Background: an optimization exercise with open tools, aiming at small area. Do not read the settings as production practice. RTL that was checked went through simulation tests only; none was proved equivalent to the original. No activity file was given, so power comes from the tool's default toggle rates.

==> inputs of job 2622 <==
==> flow/design.v (excerpt) <==
module exception_handler
(
    input logic                             clock_i,
    input logic                             reset_ni,
    input logic [riscv_pkg::XLEN - 1:0]                pc_i,
    input riscv_privileged_pkg::csr_address_t                     csr_address_i,
    input riscv_privileged_pkg::csr_command_t                     csr_command_i,
    input logic [riscv_privileged_pkg::MXLEN - 1:0]               csr_write_data_i,
    input logic                             csr_exception_i,
    input riscv_privileged_pkg::csr_exception_cause_t             csr_exception_cause_i,
    input logic [riscv_pkg::XLEN - 1:0]                csr_exception_pc_i,
    input logic                             timer_interrupt_i,
    input logic                             instruction_retired_i,
    input logic                             mret_i,
    output logic [riscv_privileged_pkg::MXLEN - 1:0]              csr_read_data_o,
    output logic                            csr_read_data_valid_o,
    output logic [riscv_pkg::XLEN - 1:0]               trap_pc_o,
    output logic                            flush_pipeline_o
);
export LEC_CHECK = 0
export CAP_MARGIN = 20
export CORE_MARGIN = 2
export CORE_UTILIZATION = 40
export SLEW_MARGIN = 20
export SYNTH_HIERARCHICAL = 1
export SYNTH_MINIMUM_KEEP_SIZE = 0
create_clock -name core_clock -period 8.0 [get_ports {clock_i}]
standard.sh (not shown) runs the stock make flow with config.mk's settings and CLKGATE_MAP_FILE= SYNTH_SCRIPT=/design/flow/synth_recipe.tcl, a recipe that flattens the netlist after the stock synthesis.
==> flow/flow/run.sh <==
#!/bin/bash
# The standard layout (standard.sh: the standard synthesis and ORFS flow) with three
# changes: combinational cells are set to their smallest size before floorplan
# (flow/downsize.tcl; repair sizes up what timing needs), the port buffers are plain buf_1
# cells, and the clock tree uses clkbuf_8 cells in larger clusters, without dummy loads.
# All output goes to standard_flow.log here (ORFS keeps each step's own log under orfs/logs/).
set -euo pipefail
export PRE_FLOORPLAN_TCL="$PWD/flow/downsize.tcl"
export BUFFER_PORTS_ARGS="-buffer_cell sky130_fd_sc_hd__buf_1"
export CTS_ARGS="-sink_clustering_enable -repair_clock_nets -buf_list sky130_fd_sc_hd__clkbuf_8 -dont_use_dummy_load -sink_clustering_size 20 -sink_clustering_max_diameter 80"
bash standard.sh > standard_flow.log 2>&1
==> flow/flow/downsize.tcl <==
# Sourced by ORFS at the start of floorplan (PRE_FLOORPLAN_TCL), after the synthesized
# netlist is loaded: every combinational cell that synthesis gave a stronger drive than it
# needs is put back to the smallest cell of its family (same function). Timing repair later
# in the flow sizes up whatever the timing or slew needs. Flip-flops, buffers and inverters
# are left alone.
set db [ord::get_db]
set block [ord::get_db_block]
array set best {}
foreach m [concat {*}[lmap l [$db getLibs] {$l getMasters}]] {
  set n [$m getName]
  if {![regexp {^(sky130_fd_sc_hd__[a-z0-9]+)_([0-9]+)$} $n -> fam drv]} { continue }
  set a [expr {[$m getWidth] * [$m getHeight]}]
  if {[info exists ::env(DONT_USE_CELLS)] && [lsearch -exact $::env(DONT_USE_CELLS) $n] >= 0} { continue }
  if {![info exists best($fam)] || $a < [lindex $best($fam) 1] || ($a == [lindex $best($fam) 1] && $drv > [lindex $best($fam) 2])} {
    set best($fam) [list $n $a $drv]
  }
}
set count 0
foreach inst [$block getInsts] {
  set m [$inst getMaster]
  set n [$m getName]
  if {![regexp {^(sky130_fd_sc_hd__[a-z0-9]+)_([0-9]+)$} $n -> fam drv]} { continue }
  if {[regexp {buf|inv|df|dl|sdf|edf|conb|tap|fill|decap} $fam]} { continue }
  if {![info exists best($fam)]} { continue }
  set a [expr {[$m getWidth] * [$m getHeight]}]
  if {[lindex $best($fam) 1] < $a} {
    replace_cell [$inst getName] [lindex $best($fam) 0]
    incr count
  }
}
puts "downsize.tcl: $count cells set to the smallest size of their family"
==> job 658 (differences from job 2622) <==
--- a/flow/design.v
+++ b/flow/design.v
@@ -457,15 +457,15 @@
     logic tn;
     assign tn = ~trap;
     logic [63:0] inc_g;
     logic [15:0] blk_c;    
     logic [14:0] blk_p;    
     assign blk_c[0] = 1'b1;
     for (genvar k = 0; k < 15; k++) begin : g_inc
-        eh_inc4 u_inc (.p(pc_i[4*k+2 +: 4]), .c(blk_c[k]), .tn(tn), .o(inc_g[4*k+2 +: 4]), .g(blk_p[k]));
+        eh_inc4 u_inc (.p(pc_i[4*k+2 +: 4]), .c(blk_c[k]), .t(trap), .o(inc_g[4*k+2 +: 4]), .g(blk_p[k]));
         assign blk_c[k+1] = blk_c[k] & blk_p[k];
     end
     assign inc_g[62] = tn & (pc_i[62] ^ blk_c[15]);
     assign inc_g[63] = tn & (pc_i[63] ^ (blk_c[15] & pc_i[62]));
     assign inc_g[1:0] = {2{tn}} & pc_i[1:0];
     assign trap_pc_o = inc_g | {55'd0, trap, 3'b000, {3{trap & code7}}, 2'b00};
 endmodule
@@ -497,16 +497,37 @@
     eh_oai22 u1 (.a1(sn[2]), .a2(qn[2]), .b1(sn[3]), .b2(qn[3]), .y(n1));
     eh_oai22 u2 (.a1(sn[4]), .a2(qn[4]), .b1(sn[5]), .b2(qn[5]), .y(n2));
     assign y = n0 | n1 | n2;
 endmodule
 module eh_oai22 (input logic a1, a2, b1, b2, output logic y);
     assign y = ~((a1 | a2) & (b1 | b2));
 endmodule
-module eh_inc4 (input logic [3:0] p, input logic c, input logic tn, output logic [3:0] o, output logic g);
-    logic [3:0] cc;
-    assign cc[0] = c;
-    assign cc[1] = c & p[0];
-    assign cc[2] = c & p[0] & p[1];
-    assign cc[3] = c & p[0] & p[1] & p[2];
-    assign o = {4{tn}} & (p ^ cc);
+module eh_inc4 (input logic [3:0] p, input logic c, input logic t, output logic [3:0] o, output logic g);
+    logic n1, n2, n3, x0, x1, x2, x3;
+    eh_nand2 u_n1 (.a(c), .b(p[0]), .y(n1));                         
+    eh_nand3 u_n2 (.a(c), .b(p[0]), .c(p[1]), .y(n2));               
+    eh_nand4 u_n3 (.a(c), .b(p[0]), .c(p[1]), .d(p[2]), .y(n3));     
+    eh_xnor2 u_x0 (.a(p[0]), .b(c),  .y(x0));                        
+    eh_xor2  u_x1 (.a(p[1]), .b(n1), .y(x1));                        
+    eh_xor2  u_x2 (.a(p[2]), .b(n2), .y(x2));
+    eh_xor2  u_x3 (.a(p[3]), .b(n3), .y(x3));
+    eh_nor2  u_o0 (.a(t), .b(x0), .y(o[0]));
+    eh_nor2  u_o1 (.a(t), .b(x1), .y(o[1]));
+    eh_nor2  u_o2 (.a(t), .b(x2), .y(o[2]));
+    eh_nor2  u_o3 (.a(t), .b(x3), .y(o[3]));
     assign g = &p;
 endmodule
+module eh_nand2 (input logic a, b, output logic y);
+    assign y = ~(a & b);
+endmodule
+module eh_nand3 (input logic a, b, c, output logic y);
+    assign y = ~(a & b & c);
+endmodule
+module eh_nand4 (input logic a, b, c, d, output logic y);
+    assign y = ~(a & b & c & d);
+endmodule
+module eh_xor2 (input logic a, b, output logic y);
+    assign y = a ^ b;
+endmodule
+module eh_xnor2 (input logic a, b, output logic y);
+    assign y = ~(a ^ b);
+endmodule
==> flow/flow/run.sh (replaced) <==
#!/bin/bash
# The standard layout (standard.sh: the standard synthesis and ORFS flow) with three
# changes: combinational cells are set to their smallest size before floorplan
# (flow/downsize.tcl; repair sizes up what timing needs), the port buffers are plain buf_1
# cells, and the clock tree uses clkbuf_8 cells in larger within 50 um, without dummy loads.
# All output goes to standard_flow.log here (ORFS keeps each step's own log under orfs/logs/).
set -euo pipefail
export PRE_FLOORPLAN_TCL="$PWD/flow/downsize.tcl"
export BUFFER_PORTS_ARGS="-buffer_cell sky130_fd_sc_hd__buf_1"
export CTS_ARGS="-sink_clustering_enable -repair_clock_nets -buf_list sky130_fd_sc_hd__clkbuf_8 -dont_use_dummy_load -sink_clustering_size 12 -sink_clustering_max_diameter 50"
bash standard.sh > standard_flow.log 2>&1
Settings changed: CORE_UTILIZATION 40 to 60.
==> notes <==
Sequential share of layout area: job 2622 is higher than job 658 (0.095 points).
In sequential power, job 2622 and job 658 hardly differ.
Of job 2622 and job 658, job 658 has the higher non-clock buffer count (gap 8).
Of job 658 and job 2622, job 2622 has the higher worst hold slack (gap 0.016 ns).
No functional check of the RTL was part of job 2622.

## afterwards: timing with drivers on the ports
The results above use ideal ports. As a check the final layouts listed here were re-extracted and re-timed, cells and wires unchanged. Step 1 sets driving cells, clkbuf_16 on the clock port and buf_2 on the other inputs (assumed; they add their load-dependent delay and slew). Step 2 adds t to the input delays and takes it off the output delays; t is the mean of the earliest and latest rising clock arrival at the registers after step 1. Input paths then give back, and output paths get back, about the clock's delay inside the block. a / b / c = ideal / step 1 / step 2; a / b = the first two.
| run | shift t [ns] | setup slack, ns | hold slack, ns | worst slew at a driven data input, ns | cell pins on the clock port's net |
|---|---|---|---|---|---|
| job 2622 | 0.648 | 1.648 / 1.627 / 1.627 | 0.490 / 0.490 / 0.490 | 0.11 | 1 |
| job 658 | 0.599 | 1.425 / 1.404 / 1.404 | 0.474 / 0.474 / 0.474 | 0.13 | 1 |
After both steps every run listed still meets setup and hold.
